Source: an optimization exercise on an open RTL-to-GDS flow (aim: small area, a short achievable clock period and few clock cycles per item). Production flows keep margins and buffers that such runs may drop.
Where RTL was checked, it was by simulation tests only, not by an equivalence proof against the original.
The flow treats the clock pin as an ideal source, which a real chip does not have.

Design ntt_processer, start of the top module:
module ntt_processer (
    input clk,
    input rst,
    input start,
    input [1:0] mode,  
    input is_add_or_sub,
    input [9:0] ram_r_start_offset_A,
    input [9:0] ram_r_start_offset_B,
    input [9:0] ram_w_start_offset,
    input [95:0] ram_rdata,
    output last_cycle,
    output ram_wen,
    output [9:0] ram_raddr,
    output [9:0] ram_waddr,
    output [95:0] ram_wdata,
    output NTT_finish
);
Size: roughly 11000 cells after synthesis, ~1300 flip-flops, about 250 I/O pins.
export LEC_CHECK = 0
export CAP_MARGIN = 30
export CORE_MARGIN = 2
export CORE_UTILIZATION = 40
export CTS_CLUSTER_DIAMETER = 80
export CTS_CLUSTER_SIZE = 20
export PLACE_DENSITY = 0.6
export SLEW_MARGIN = 30
create_clock -name core_clock -period 13.0 [get_ports {clk}]
standard.sh (not shown) runs the stock make flow with config.mk's settings and CLKGATE_MAP_FILE= SYNTH_SCRIPT=/design/flow/synth_recipe.tcl, a recipe that flattens the netlist after the stock synthesis.
==> flow/flow/run.sh <==
#!/bin/bash
# Layout flow: the standard ORFS flow (standard.sh), with two extra
# setup-repair steps run through ORFS's own hooks: flow/post_cts.tcl after
# clock tree synthesis (POST_CTS_TCL) and flow/post_grt.tcl after global
# routing (POST_GLOBAL_ROUTE_TCL).  They repair setup timing against a
# tighter target than the clock period, so that the achieved period shrinks.
# Synthesis, constraints and clock period are unchanged.  Each tool's output
# is logged in this folder (standard.log; ORFS's per-step logs under orfs/).
set -euo pipefail
export POST_CTS_TCL="$PWD/flow/post_cts.tcl"
export POST_GLOBAL_ROUTE_TCL="$PWD/flow/post_grt.tcl"
bash standard.sh > standard.log 2>&1
==> flow/flow/post_cts.tcl <==
# Sourced by ORFS cts.tcl (POST_CTS_TCL) after its own timing repair.
# Repair setup timing as if the required slack were 9 ns of the 13 ns period
# (a ~4 ns target): sizes up gates, buffers and swaps pins; the design's
# logic and registers are unchanged.
puts "post_cts: extra setup repair"
report_worst_slack -max
report_design_area
repair_timing -setup -setup_margin 9 -repair_tns 100 -skip_gate_cloning
set result [catch { detailed_placement } msg]
if { $result != 0 } {
  error "post_cts: detailed placement failed: $msg"
}
check_placement -verbose
estimate_parasitics -placement
report_worst_slack -max
report_design_area
==> flow/flow/post_grt.tcl <==
# Sourced by ORFS global_route.tcl (POST_GLOBAL_ROUTE_TCL) before it writes
# the global-routed design: one more setup repair against the ~4 ns target,
# now with global-routing parasitics, then the incremental global route and
# legalisation that ORFS itself uses after a repair.
puts "post_grt: extra setup repair"
estimate_parasitics -global_routing
report_worst_slack -max
report_design_area
repair_timing -setup -setup_margin 9 -repair_tns 100 -skip_gate_cloning
global_route -start_incremental
detailed_placement
global_route -end_incremental
estimate_parasitics -global_routing
repair_timing -hold
global_route -start_incremental
detailed_placement
global_route -end_incremental
check_placement -verbose
estimate_parasitics -global_routing
report_worst_slack -max
report_worst_slack -min
report_design_area
The first run went through all stages and came out clean.
Next try:
--- a/flow/design.v
+++ b/flow/design.v
@@ -74,28 +74,28 @@
 end
 always @(posedge clk) begin
     if (st == IDLE) begin
         md       <= mode;
         sub_r    <= is_add_or_sub;
         m_intt   <= (mode == 2'd1);
         m_nt     <= ~mode[1];
         m_mult   <= (mode == 2'd2);
         m_as     <= (mode == 2'd3);
-        m_post01 <= (mode == 2'd0) | (mode == 2'd3);
-        m_post23 <= (mode != 2'd1);
+        m_post01 <= (mode == 2'd0);
+        m_post23 <= (mode == 2'd0) | (mode == 2'd2);
     end
 end
 reg [7:0] wc;
 always @(posedge clk) begin
     if (st == IDLE)
         case (mode)
         2'd2:    wc <= 8'd240;    
-        2'd3:    wc <= 8'd248;    
+        2'd3:    wc <= 8'd252;    
         default: wc <= 8'd249;    
         endcase
     else
         wc <= wc + 8'd1;
 end
 always @(*) begin
     case (md)
     2'd2: begin
         wen_n = (wc <= 8'd124) && (wc[1:0] == 2'd0);
@@ -196,30 +196,31 @@
 twiddle_rom ROM (.row(row_r), .dout(rom_q));
 wire [11:0] tw0 = sel0_r ? rom_q[23:12] : rom_q[11:0];
 wire [11:0] tw1 = sel1_r ? rom_q[23:12] : rom_q[11:0];
 wire [95:0] rd = ram_rdata;
 reg  [95:0] RA;
 reg  [47:0] RB;
 wire ld_a  = m_mult ? (cnt[1:0] == 2'd1) : cnt[0];
 wire bsel  = !cnt[0];         
 always @(posedge clk) begin
-    if (ld_a) RA <= rd;
-    else if (m_mult) RA <= {24'd0, RA[95:24]};
-    else RA <= {48'd0, RA[95:48]};
-    RB <= m_mult ? {24'd0, rd[95:72]} : rd[95:48];
+    RA[95:72] <= rd[95:72];
+    RA[71:48] <= ld_a ? rd[71:48] : RA[95:72];
+    RA[47:24] <= ld_a ? rd[47:24] : m_mult ? RA[71:48] : RA[95:72];
+    RA[23:0]  <= ld_a ? rd[23:0]  : m_mult ? RA[47:24] : RA[71:48];
+    RB <= rd[95:48];
 end
 wire [47:0] pu = f_r ? {rd[47:36], rd[35:24], rd[23:12], rd[11:0]}
                      : {rd[71:60], rd[59:48], rd[23:12], rd[11:0]};
 wire [47:0] pv = f_r ? {rd[95:84], rd[83:72], rd[71:60], rd[59:48]}
                      : {rd[95:84], rd[83:72], rd[47:36], rd[35:24]};
 wire [47:0] bsrc = !m_mult ? (bsel ? rd[47:0] : RB)
                   : {24'd0, (cnt[1:0] == 2'd2) ? rd[23:0] : (cnt[1:0] == 2'd3) ? rd[47:24] :
-                            (cnt[1:0] == 2'd0) ? rd[71:48] : RB[23:0]};
+                            (cnt[1:0] == 2'd0) ? rd[71:48] : RB[47:24]};
 reg [11:0] tw_r0, tw_r1;
 reg        ysel0, f0;
 always @(posedge clk) begin
     tw_r0 <= tw0;
     tw_r1 <= tw1;
     ysel0 <= ysel_r;
     f0    <= f_r;
 end
 wire [11:0] tw0h, tw1h;
@@ -230,21 +231,21 @@
 reg  [47:0] x1, u1, u2, u3, u3b;
 reg  [75:0] y1;                  
 reg  [71:0] pl, ph;
 reg  [3:0]  n2;
 reg  [59:0] sa3, ca3, s3b;
 reg  [23:0] r01;
 genvar k;
 generate
 for (k = 0; k < 4; k = k + 1) begin : U
-    wire [11:0] ak  = m_as ? RA[12*k +: 12]   : pu[12*k +: 12];
-    wire [11:0] bk  = m_as ? bsrc[12*k +: 12] : pv[12*k +: 12];
-    wire [11:0] twk = m_as ? 12'd1 : (k < 2) ? (m_intt ? tw0h : tw0) : (m_intt ? tw1h : tw1);
+    wire [11:0] ak  = pu[12*k +: 12];
+    wire [11:0] bk  = pv[12*k +: 12];
+    wire [11:0] twk = (k < 2) ? (m_intt ? tw0h : tw0) : (m_intt ? tw1h : tw1);
     wire        post = (k < 2) ? m_post01 : m_post23;
     wire [11:0] bsum, bdif;
     modblk B (.a(BA[12*k +: 12]), .b(BB[12*k +: 12]), .sum(bsum), .dif(bdif));
     assign sum_w[12*k +: 12] = bsum;
     assign dif_w[12*k +: 12] = bdif;
     wire [11:0] x1n, y1n, u1n;
     if (k == 0) begin
         assign x1n = m_mult ? BA[23:12] : m_intt ? bdif : bk;    
         assign y1n = m_mult ? BA[11:0]  : twk;                   
@@ -300,25 +301,31 @@
 always @(posedge clk) begin
     if (m_post01) begin
         BA[23:0] <= u3b[23:0];
         BB[23:0] <= redb_w[23:0];
     end else if (m_mult) begin
         BA[11:0]  <= bsrc[11:0];
         BB[11:0]  <= bsrc[23:12];
         BA[23:12] <= RA[11:0];
         BB[23:12] <= RA[23:12];
+    end else if (m_as) begin
+        BA[23:0] <= RA[23:0];
+        BB[23:0] <= bsrc[23:0];
     end else begin
         BA[23:0] <= pv[23:0];
         BB[23:0] <= pu[23:0];
     end
     if (m_post23) begin
         BA[47:24] <= u3b[47:24];
         BB[47:24] <= redb_w[47:24];
+    end else if (m_as) begin
+        BA[47:24] <= RA[47:24];
+        BB[47:24] <= bsrc[47:24];
     end else begin
         BA[47:24] <= pv[47:24];
         BB[47:24] <= pu[47:24];
     end
     r01 <= redb_w[23:0];
 end
 reg [47:0] RU, RT;
 always @(posedge clk) begin
     RU <= m_intt ? uh_w : sum_w;
Outcome: Register-to-register slack is better by 0.03 ns. Via count shrinks by about 2%. Hold slack is better by 0.0070 ns. Area after synthesis shrinks by 2.5%. Count of clock-buffer cells in the layout grows by 1. Routed wire length grows by 1.6%. Die area shrinks by 2.4%. Synthesized cell count shrinks by 3.0%. Clock skew shrinks by 0.022 ns.
Testbench counts after the change, summed over its fixed seeds: cycles 31,288, ops 192.
The RTL of the first run of this note was laid out without a check of its function.

==> static timing again, ports no longer ideal <==
In the flow no input, the clock included, has a driving cell. The finished layouts below were timed again as built, in two steps. Step 1 (the two cells are an assumption about what drives the block):
set clk [get_ports {clk}]
set_driving_cell -lib_cell sky130_fd_sc_hd__clkbuf_16 $clk
set_driving_cell -lib_cell sky130_fd_sc_hd__buf_2 [delete_from_list [all_inputs] $clk]
Step 2, shift: input delay + t, output delay - t, t = (earliest + latest rising clock arrival at the registers) / 2. This alone moves slack from input paths to output paths. Slacks: ideal / step 1 / step 2; pairs: ideal / step 1.
| run | t (ns) | setup slack, ns | worst setup path after step 2 | latest minus earliest clock arrival (ns) | slew at the worst register clock pin (ns) |
|---|---|---|---|---|---|
| the first run | 0.855 | 8.970 / 8.917 / 8.063 | input to register | 0.073 / 0.073 | 0.10 / 0.10 |
| the second run | 0.842 | 8.999 / 8.956 / 8.193 | input to register | 0.053 / 0.052 | 0.09 / 0.09 |
After both steps setup and hold are still met in every run listed. The setup slack of the first run, which loses most, moves by -0.053 ns with the drivers and by -0.907 ns with both steps.
